Background: an optimization exercise with open tools, aiming at small area, a short achievable clock period and few clock cycles per item. Do not read the settings as production practice. Only simulation tests tie the RTL to the original design; equivalence was not proved.

==> flow/design.v (outline; a module is shown in full before it is edited, if it fits) <==
// module add_sub: 7 lines
// module multi: 1742 lines
// module benc: 5 lines
// module ainv: 3 lines
// module fa: 4 lines
// module ha: 4 lines
module multi #(parameter N = 32) (a,b,clk,out,load,done);
  // ...
==> flow/run.sh <==
#!/bin/bash
# synth_recipe.tcl (not shown) runs the flow's synth.tcl, then flattens the netlist and writes it again
# the make line also repeats each setting of config.mk as NAME=value (left out here)
make -C /OpenROAD-flow-scripts/flow DESIGN_CONFIG=/design/flow/config.mk WORK_HOME=/design/flow/orfs CLKGATE_MAP_FILE= SYNTH_SCRIPT=/design/flow/synth_recipe.tcl finish
==> flow/config.mk <==
export PLATFORM = sky130hd
export DESIGN_NAME = multi
export DESIGN_NICKNAME = multi
export VERILOG_FILES = /design/flow/design.v
export SDC_FILE = /design/flow/constraint.sdc
export NUM_CORES = 4
export LEC_CHECK = 0
export ABC_AREA = 1
export CAP_MARGIN = 20
export CORE_MARGIN = 2
export CORE_UTILIZATION = 57
export SETUP_SLACK_MARGIN = 0.1
export SLEW_MARGIN = 20
export SYNTH_HIERARCHICAL = 1
==> flow/constraint.sdc <==
create_clock -name core_clock -period 4.0 [get_ports {clk}]
set_input_delay 0.8000 -clock core_clock [delete_from_list [all_inputs] [get_ports {clk}]]
set_output_delay 0.8000 -clock core_clock [all_outputs]
set_load 0.01 [all_outputs]
==> flow_metrics.tcl, run 1 <==
set metrics [dict create \
    status "complete, no violations" \
    min-delay-start "load" \
    wl_met3_um 11400 \
    crit_slowest_cell "fa_1" \
    yosysTopAreaCell "fa_1" \
    synth-adder-area-share_pct 32.9 \
    endpoint_kind "output pin" \
    synth_top_area_share_pct 28.3 \
    slew_headroom_pct 29.6 \
    ys_types 31 \
    grt_pass1_wl_um 158000 \
    avgSynthCellArea_um2 8.39 \
    ys_warn_count 7 \
    crit_cells 14 \
    dr.max_layer_used "met4" \
    synthMuxAreaShare_pct 0 \
    dp_cells 4484 \
    maxSlewViolCount 0 \
    worstPathMaxFanout 4 \
    seq_share_pct 12.1 \
    clk_path_buf_depth 2 \
    cts_resized 411 \
    regMostFlops "r" \
    ys_async_sr_fraction_pct 0 \
    cts.sinks 153 \
    top_regs "r x153" \
    finalWorstSetupSlack_ps 48.6 \
    synth_area_mm2 0.0301 \
    mostFrequentLayoutCells "nand2_1, xor2_1, o22ai_1" \
    largest_reg_flops 153 \
    synth_area_leaders "fa_1, xor2_1, edfxtp_1" \
    die_w_um 234 \
    dp_hpwl_um 83100 \
    final_nets 4481 \
    cts_root_buffer "clkbuf_16" \
    worst-path-buf-inv 2 \
    gr-total-overflow 0 \
    cp_data_required_time_ps 3200 \
]
Testbench counts, summed over its fixed seeds: cycles 2,048, items 2,048.
==> inputs of run 2 (changes only) <==
--- a/flow/config.mk
+++ b/flow/config.mk
@@ -9,5 +9,5 @@
 export CAP_MARGIN = 20
 export CORE_MARGIN = 2
-export CORE_UTILIZATION = 57
+export CORE_UTILIZATION = 50
 export SETUP_SLACK_MARGIN = 0.1
 export SLEW_MARGIN = 20
==> flow_metrics.tcl, run 2 <==
set metrics [dict create \
    status "complete, no violations" \
    min-delay-start "load" \
    finalWorstPathRequiredPeriod_ps 3890 \
    report.final.hold_viol_count 0 \
    final-seq-area_mm2 0.00459 \
    io-pin-count 131 \
    rows 89 \
    grt_pass1_wl_um 155000 \
    synthCells 3589 \
    avgSynthCellArea_um2 8.39 \
    synth-seq-cells 153 \
    mostFrequentLayoutCells "nand2_1, xor2_1, o22ai_1" \
    die_area_mm2 0.0622 \
    area_growth_pct 24.4 \
    crit_path_frequent_cell "fa_1" \
    fin_crit_sh_pct 97.3 \
    gr-total-overflow 0 \
    via_count 26400 \
    cts_tree "yes" \
    viasPerCell 5.71 \
    cp_data_required_time_ps 4190 \
    dp_hpwl_um 83200 \
    grt_pass1_vias 26400 \
    clk_path_buf_depth 2 \
    tightestPinTransition_ps 560 \
    core_mm2 0.0592 \
    yosysTopAreaCell "fa_1" \
    cts_buffers 17 \
    ys_warn_count 7 \
    drt_iter0_drc 2312 \
    cts_max_level 4 \
    setup.worst_path.class "primary input to flip-flop" \
    routabilityCongestion 0.985 \
    path_delay_family "adder cells" \
    clk_pin_slew_ps 60 \
    rsz0062_at_grt "true" \
    ys_async_sr_fraction_pct 0 \
    holdPathStages 1 \
    cts.sinks 153 \
    die_w_um 249 \
    drv_cap 0 \
    cts_hold_buf 0 \
    drive_above_1_share_pct 24.1 \
    min_to "r[90]$_DFFE_PP_" \
    multiInputGateArea_mm2 0.0242 \
    n_antenna_cell 0 \
    ys_types 31 \
    critPathLaunchType "primary input" \
    synthFlopType "edfxtp_1" \
    max_stage_delay_ps 540 \
    fin_setup_tns_ps 0 \
    endpoint_kind "flip-flop" \
    regMostFlops "r" \
    hold_path_class "primary input to flip-flop" \
    synth_area_leaders "fa_1, xor2_1, edfxtp_1" \
    synth_edf_count 153 \
    portBuffers 129 \
    synth_commonest_cells "nand2_1, xor2_1, o22ai_1" \
    slew_headroom_pct 62.6 \
    firstDrtPassIters 7 \
    fillCellCount 5129 \
    crit_arrival_ps 4080 \
    largest_reg_flops 153 \
    setup_violations 0 \
    path_cells "clkdlybuf4s50_1, inv_2, buf_12, buf_4, o22ai_1, xor2_1, fa_1, fa_1, fa_1, fa_1" \
    top_regs "r x153" \
    postRouteAntennaNets 0 \
    cts_root_buffer "clkbuf_16" \
    synth_top_area_share_pct 28.3 \
    worst-path-buf-inv 4 \
    final_nets 4443 \
    die_h_um 249 \
    post-synth-top-count-cell "nand2_1" \
    synth_area_mm2 0.0301 \
    antenna_found_initial 2 \
    maxSlewViolCount 0 \
    crit_slowest_cell "fa_1" \
    grt_max_degree 96 \
    wl_per_cell_um 21.7 \
    ys_seq_area_share_pct 15.3 \
    fmax_mhz 257 \
    worstPathMaxFanout 8 \
    layout_commonest_cell "nand2_1" \
    grt_use_total_pct 32.2 \
    drc_errors 0 \
    routed_wl_um 100000 \
    initial_core_util_pct 50.8 \
]
[run 2: cell count changes in the layout (fill, tap and decap cells not counted), moves of 10 or more]
cell | before | now
nand2_1 | 576 | 612
nand2_2 | 98 | 72
buf_2 | 32 | 16
buf_6 | 37 | 21
buf_4 | 389 | 374
clkbuf_2 | 16 | 28
clkinvlp_4 | 8 | 18
nand2_4 | 25 | 15
[run 2: metal layers]
layer  GRT usage [%]  vias to the layer above  wire length [um]
li1                -                    12000                 -
met1            46.7                    13100             44500
met2            50.7                     1145             45800
met3            4.80                      164              7640
met4            7.99                        4              2440
met5               0                        -                26
[run 2: through the flow]
stage | std cells | area, um^2 | utilization (%) | setup WS [ps] | hold slack [ps]
2_1_floorplan | 3594 | 30600 | - | 18.1 | 899
4_1_cts | 4604 | 36500 | 61.5 | -110 | 745
3_5_place_dp | 4544 | 34600 | 58.4 | -815 | 1240
3_3_place_gp | 4544 | 34600 | 58.4 | -732 | 1240
5_1_grt | 4626 | 37400 | 63.2 | 32.9 | 762
6_report | 4626 | 37400 | 63.2 | 108 | 754
[run 2: per-module statistics from Yosys (local to each module, per instance), excerpt]
| module | copies in the design | cell area [um^2] | cells | flops+latches |
|---|---|---|---|---|
| ha | 39 | 12.5 | 1 | 0 |
| fa | 425 | 20.0 | 1 | 0 |
| multi | 1 | 19700 | 2837 | 153 |
| benc | 32 | 36.3 | 7 | 0 |
[run 2: final cells by class]
class	instances	area share, %
clock buffer	19	1.16
multi-input combinational	2641	64.6
timing repair buffer	580	14.2
clock inverter	13	0.518
sequential	153	12.3
tap	773	2.58
inverter	447	4.63
[run 2: how the worst max path moves through the flow]
| stage | to | from | slack [ps] | cells past startpoint |
|---|---|---|---|---|
| 2_1_floorplan | r[44]$_DFFE_PP_ | b[13] | 20 | 11 |
| 3_3_place_gp | r[58]$_DFFE_PP_ | b[6] | -730 | 11 |
| 3_5_place_dp | r[41]$_DFFE_PP_ | b[6] | -820 | 12 |
| 4_1_cts | out[45] | r[23]$_DFFE_PP_ | -110 | 13 |
| 5_1_grt | out[46] | r[26]$_DFFE_PP_ | 30 | 13 |
| 6_report | r[11]$_DFFE_PP_ | a[16] | 110 | 10 |
[run 2: cell families (layout without fill, tap and decap cells)]
| family | Yosys count | in the layout | synth area share (%) |
|---|---|---|---|
| other | 2 | 7 | 0.0250 |
| XOR/XNOR | 591 | 591 | 17.2 |
| buffers and inverters | 800 | 1059 | 10.6 |
| flip-flops | 153 | 153 | 15.3 |
| AO/OA/AOI/OAI | 601 | 601 | 12.1 |
| adder cells (fa/ha/maj) | 537 | 537 | 32.9 |
| AND/OR/NAND/NOR | 905 | 905 | 11.9 |
[run 2: timing repair]
item                                    in CTS  in global routing
buffers inserted                            25                 22
gates cloned                                 3                  0
pin swaps                                   59                128
resized for setup                          328                328
endpoints found under the setup margin     134                114
==> inputs of run 3 (changes only) <==
--- a/flow/config.mk
+++ b/flow/config.mk
@@ -6,5 +6,5 @@
 export NUM_CORES = 4
 export LEC_CHECK = 0
-export ABC_AREA = 1
+export ABC_AREA = 0
 export CAP_MARGIN = 20
 export CORE_MARGIN = 2
==> flow_metrics.tcl, run 3 <==
set metrics [dict create \
    status "complete, but fails checks" \
    checkFailReasons "negative setup slack" \
    top_usage_layer "met2" \
    yosysTopAreaCell "fa_1" \
    cp_data_required_time_ps 3200 \
    viasPerCell 6.07 \
    core_mm2 0.0561 \
    critPathLaunchType "flip-flop" \
    worstPathMaxFanout 2 \
    synth_area_mm2 0.0282 \
    clk_path_buf_depth 2 \
    n_antenna_cell 0 \
    ys_seq_area_share_pct 16.3 \
    grt_util_met1_pct 49.2 \
    drive_above_1_share_pct 38.1 \
    clk_pin_slew_ps 70 \
    synth_commonest_cells "xor2_1, o22ai_1, fa_1" \
    use_met3_pct 6.89 \
    area_growth_pct 35.4 \
    die_area_mm2 0.0583 \
    setup_violations 41 \
    placed_area_mm2 0.0341 \
    cts_max_level 4 \
    fin_crit_sh_pct 122 \
    die_h_um 241 \
    via_count 24700 \
    use_met2_pct 52.5 \
    hold_ws_ps 868 \
    routabilityCongestion 0.984 \
    cts.sinks 153 \
    report.final.hold_viol_count 0 \
    crit_arrival_ps 4060 \
    gr-total-overflow 0 \
    synth_area_leaders "fa_1, edfxtp_1, xor2_1" \
    antenna_found_initial 4 \
    slew_headroom_pct 51.6 \
    largest_reg_flops 153 \
    regMostFlops "r" \
    synth_edf_count 153 \
    drt_iter0_drc 2133 \
    rows 87 \
    finalWorstPathRequiredPeriod_ps 4860 \
    grt_pass1_wl_um 150000 \
    ys_warn_count 7 \
    layout_commonest_cell "buf_4" \
    drv_cap 0 \
    final_nets 3899 \
    avgSynthCellArea_um2 9.97 \
    top_regs "r x153" \
    portBuffers 129 \
    cts_buffers 17 \
    tightestPinTransition_ps 727 \
    cts_root_buffer "clkbuf_16" \
    ys_types 64 \
    final_cell_area_mm2 0.0381 \
    rsz0062_at_grt "true" \
    post-synth-top-count-cell "xor2_1" \
    fmax_mhz 206 \
    synthCells 2826 \
    hold_path_class "primary input to flip-flop" \
    synth_top_area_share_pct 30.2 \
    dp_hpwl_um 78700 \
    dpl_worst_slack_ps -1070 \
    routed_wl_um 101000 \
    maxSlewViolCount 0 \
    ys_async_sr_fraction_pct 0 \
    cts_tree "yes" \
    finalWorstSetupSlack_ps -861 \
    synth-seq-cells 153 \
    cts_hold_buf 0 \
    wl_per_cell_um 24.8 \
    setup.worst_path.class "flip-flop to output pin" \
    mostFrequentLayoutCells "buf_4, xor2_1, o22ai_1" \
    drc_errors 0 \
    synthFlopType "edfxtp_1" \
    endpoint_kind "output pin" \
    die_w_um 241 \
    grt_pass1_vias 25000 \
    grt_use_total_pct 34.3 \
    io-pin-count 131 \
    firstDrtPassIters 5 \
    initial_core_util_pct 50.3 \
    grt_max_degree 73 \
    postRouteAntennaNets 0 \
]
[run 3: cell count changes after synthesis, moves of 33 or more]
cell,delta
nand2_1,-634
inv_1,-344
xnor2_1,+60
clkbuf_1,+51
buf_2,-44
xor2_1,-36
a21o_1,+33
a21oi_2,+33
[run 3: critical path: stages, from the launching register on]
cell and delay, ps:
edfxtp_1 500, fa_2 500, ha_4 310, buf_6 90, nand4_1 120, nor3_2 260
nand3_1 160, a211oi_2 360, buf_4 190, o21ai_4 50, o211ai_1 160, a31o_2 270
buf_6 110, a311oi_2 100, a221oi_2 240, buf_2 180
[run 3: logic make-up after synthesis]
kind of cell,count (synthesis),synth area share [%]
muxes,1,0.0355
AOI/OAI and AO/OA,770,17.6
adders and majority gates,537,35.2
xor gates and xnor gates,615,19.1
and+or+nand+nor,261,4.61
DFF,153,16.3
other,2,0.0267
buffers and inverters,487,7.10
[run 3: cell type report]
class / instances / area, um^2
Clock buffer: 19 / 433
Timing Repair Buffer: 829 / 7540
Inverter: 102 / 424
Tap cell: 756 / 946
Sequential cell: 153 / 4590
Multi-Input combinational cell: 2191 / 24000
Timing Repair inverter: 2 / 12.5
Clock inverter: 13 / 168
Fill cell: 4254 / 17900
[run 3: worst paths after layout]
kind	from	to	cells after the start	slack, ps
max	r[17]$_DFFE_PP_	out[60]	15	-860
min	load	r[136]$_DFFE_PP_	1	870
[run 3: metrics by stage]
step | std cells | utilization [%] | TNS, ps
2_1_floorplan | 2831 | - | -688
3_3_place_gp | 3919 | 60.9 | -90770
3_5_place_dp | 3919 | 60.9 | -92930
4_1_cts | 4030 | 65.2 | -18310
5_1_grt | 4065 | 68.0 | -24590
6_report | 4065 | 68.0 | -19320
[run 3: what timing repair did]
| action | 4_1_cts | 5_1_grt |
|---|---|---|
| pin swaps | 155 | 186 |
| hold endpoints to repair | 0 | 0 |
| cloned | 5 | 3 |
| setup buffers | 76 | 44 |
| gates resized for setup | 537 | 306 |
| setup endpoints to repair | 156 | 115 |
[run 3: Yosys stat by module (local to each module, per instance), a selection]
module / cells / times used / flops+latches / area (um^2)
ha: 1 / 39 / 0 / 12.5
fa: 1 / 425 / 0 / 20.0
multi: 2138 / 1 / 153 / 17700
benc: 5 / 32 / 0 / 37.5
[run 3: metal layers]
metal	routed length, um	part of all wire [%]	vias up
li1	-	-	10700
met1	42700	42	12400
met2	45400	45	1277
met3	9060	9.0	223
met4	3340	3.3	6
met5	41	0.041	-
==> inputs of run 4 (changes only) <==
==> flow/flow/run.sh (new file) <==
#!/bin/bash
# The standard layout (standard.sh, every step from synthesis to finish) with one change:
# the buffers that ORFS's buffer_ports puts on every input and output port are
# sky130_fd_sc_hd__buf_2 instead of the tool's default choice, a slow delay cell
# (clkdlybuf4s50_1) that adds about 0.4 ns to the port paths.
set -euo pipefail
export BUFFER_PORTS_ARGS="-buffer_cell sky130_fd_sc_hd__buf_2"
bash standard.sh > standard.log 2>&1
==> flow/standard.sh (new file) <==
#!/bin/bash
# synth_recipe.tcl (not shown) runs the flow's synth.tcl, then flattens the netlist and writes it again
# the make line also repeats each setting of config.mk as NAME=value (left out here)
make -C /OpenROAD-flow-scripts/flow DESIGN_CONFIG=/design/flow/config.mk WORK_HOME=/design/flow/orfs CLKGATE_MAP_FILE= SYNTH_SCRIPT=/design/flow/synth_recipe.tcl "${@:-finish}"
--- a/flow/config.mk
+++ b/flow/config.mk
@@ -6,5 +6,5 @@
 export NUM_CORES = 4
 export LEC_CHECK = 0
-export ABC_AREA = 0
+export ABC_AREA = 1
 export CAP_MARGIN = 20
 export CORE_MARGIN = 2
removed: flow/run.sh
==> flow_metrics.tcl, run 4 <==
set metrics [dict create \
    ys_seq_area_share_pct 15.3 \
    cts.sinks 153 \
    portBuffers 129 \
    fmax_mhz 255 \
    regMostFlops "r" \
    via_count 26000 \
    synth_area_leaders "fa_1, xor2_1, edfxtp_1" \
    die_area_mm2 0.0622 \
    placed_area_mm2 0.0338 \
    initial_core_util_pct 50.8 \
    postRouteAntennaNets 0 \
    rows 89 \
    dpl_worst_slack_ps -452 \
    n_antenna_cell 0 \
    gr-total-overflow 0 \
    layout_commonest_cell "nand2_1" \
    drt_iter0_drc 2210 \
    rsz0062_at_grt "true" \
    cp_data_required_time_ps 4180 \
    grt_use_total_pct 31.2 \
    cts_tree "yes" \
    fillCellCount 5304 \
    cts_max_level 4 \
    clk_path_buf_depth 2 \
    finalWorstPathRequiredPeriod_ps 3920 \
    io-pin-count 131 \
    status "complete, no violations" \
    antenna_found_initial 1 \
    ys_async_sr_fraction_pct 0 \
    avgSynthCellArea_um2 8.39 \
    die_h_um 249 \
    synthCells 3589 \
    slew_headroom_pct 62.1 \
    report.final.hold_viol_count 0 \
    synth_edf_count 153 \
    drv_cap 0 \
    hold_path_class "primary input to flip-flop" \
    synth_top_area_share_pct 28.3 \
    wl_per_cell_um 21.5 \
    ys_warn_count 7 \
    largest_reg_flops 153 \
    viasPerCell 5.69 \
    final_cell_area_mm2 0.0359 \
    setup.worst_path.class "primary input to flip-flop" \
    final_nets 4381 \
    area_growth_pct 19.2 \
    firstDrtPassIters 8 \
    cts_buffers 17 \
    cts_root_buffer "clkbuf_16" \
    grt_max_degree 98 \
    grt_pass1_wl_um 150000 \
    synth_commonest_cells "nand2_1, xor2_1, o22ai_1" \
    drive_above_1_share_pct 20.9 \
    tightestPinTransition_ps 568 \
    critPathLaunchType "primary input" \
    dp_hpwl_um 81300 \
    maxSlewViolCount 0 \
    finalWorstSetupSlack_ps 80.1 \
    yosysTopAreaCell "fa_1" \
    routed_wl_um 98200 \
    endpoint_kind "flip-flop" \
    dp_cells 4510 \
    clk_pin_slew_ps 60 \
    fin_cells 4563 \
    ys_types 31 \
    synthFlopType "edfxtp_1" \
    grt_pass1_vias 26000 \
    fin_crit_sh_pct 98.0 \
    min-delay-start "load" \
    synth-seq-cells 153 \
    routabilityCongestion 0.965 \
    cp-startpoint "b[5]" \
    crit_arrival_ps 4100 \
    die_w_um 249 \
    post-synth-top-count-cell "nand2_1" \
    synth_area_mm2 0.0301 \
    drc_errors 0 \
    top_regs "r x153" \
    mostFrequentLayoutCells "nand2_1, xor2_1, o22ai_1" \
    core_mm2 0.0592 \
    setup_violations 0 \
    worstPathMaxFanout 9 \
]
-- run 4: layout make-up --
| class | count | area, um^2 | share of cell area (%) |
|---|---|---|---|
| Clock buffer | 18 | 429 | 1.20 |
| Sequential cell | 153 | 4590 | 12.8 |
| Clock inverter | 13 | 178 | 0.495 |
| Tap cell | 773 | 967 | 2.70 |
| Timing Repair Buffer | 517 | 4390 | 12.3 |
| Multi-Input combinational cell | 2642 | 23600 | 65.9 |
| Inverter | 447 | 1680 | 4.68 |
-- run 4: per-layer routing --
layer / track usage, % / routed length (um)
met3: 5.98 / 8060
met4: 7.59 / 2580
met5: 0 / 13
met1: 44.7 / 43500
met2: 48.7 / 44100
-- run 4: stage by stage --
step / hold slack, ps / utilization (%) / TNS, ps
3_3_place_gp: 1240 / 57.1 / -14870
2_1_floorplan: 899 / - / 0
6_report: 794 / 60.5 / 0
4_1_cts: 782 / 58.3 / 0
3_5_place_dp: 1250 / 57.1 / -18220
5_1_grt: 793 / 60.5 / 0
-- run 4: path summary, 6_finish.rpt --
path | to | slack, ps | cells past startpoint
worst max-delay path | r[50]$_DFFE_PP_ | 80 | 11
worst min-delay path | r[90]$_DFFE_PP_ | 790 | 1
-- run 4: cells by family (layout without fill, tap and decap cells) --
family,after synthesis,in the layout,share of synthesized area (%)
AND/OR/NAND/NOR,905,906,11.9
buffers and inverters,800,995,10.6
AO/OA/AOI/OAI,601,601,12.1
XOR/XNOR,591,591,17.2
adder cells (fa/ha/maj),537,537,32.9
flip-flops,153,153,15.3
other,2,7,0.0250
-- run 4: critical path, stage by stage --
cell and delay [ps]:
clkbuf_4 160, xnor2_2 150, buf_6 150, buf_4 150
o22ai_2 160, xor2_1 220, fa_2 490, fa_2 580
fa_2 450, fa_2 390, fa_2 410
-- run 4: per-module statistics from Yosys, one instance, submodules excluded, excerpt --
module | flops+latches | cell area [um^2] | cells
fa | 0 | 20.0 | 1
ha | 0 | 12.5 | 1
multi | 153 | 19700 | 2837
benc | 0 | 36.3 | 7
-- run 4: timing repair --
action | CTS | global route
hold buffers | 0 | 0
gates resized for setup | 32 | 249
endpoints found under the setup margin | 21 | 78
gates cloned | 0 | 2
pin swaps | 5 | 70
buffers inserted | 1 | 19

-- separate check: timing with driven ports --
No port has a modelled driver above. Below, the same layouts with a new extraction and two added sets of constraints.
Step 1 (the two cells are an assumption about what drives the block):
set clk [get_ports {clk}]
set_driving_cell -lib_cell sky130_fd_sc_hd__clkbuf_16 $clk
set_driving_cell -lib_cell sky130_fd_sc_hd__buf_2 [delete_from_list [all_inputs] $clk]
Step 2 adds t to the input delays and takes it off the output delays; t is the mean of the earliest and latest rising clock arrival at the registers after step 1. Input paths then give back, and output paths get back, about the clock's delay inside the block.
Slacks: ideal / step 1 / step 2; pairs: ideal / step 1.
run | shift t [ns] | setup slack, ns | worst setup path at the end | worst data-port slew with drivers (ns) | cell pins on the clock port's net
run 1 | 0.543 | 0.049 / -0.015 / -0.423 | input to register | 0.05 | 1
run 2 | 0.515 | 0.108 / 0.108 / -0.374 | input to register | 0.05 | 1
run 3 | 0.510 | -0.861 / -0.916 / -0.486 | input to register | 0.14 | 1
run 4 | 0.492 | 0.080 / 0.113 / -0.380 | input to register | 0.09 | 1
Met with ideal ports but missed after step 2: setup timing in run 1, run 2 and run 4. For run 2, which loses most, drivers alone change the setup slack by 0.000 ns; drivers and shift together by -0.482 ns.
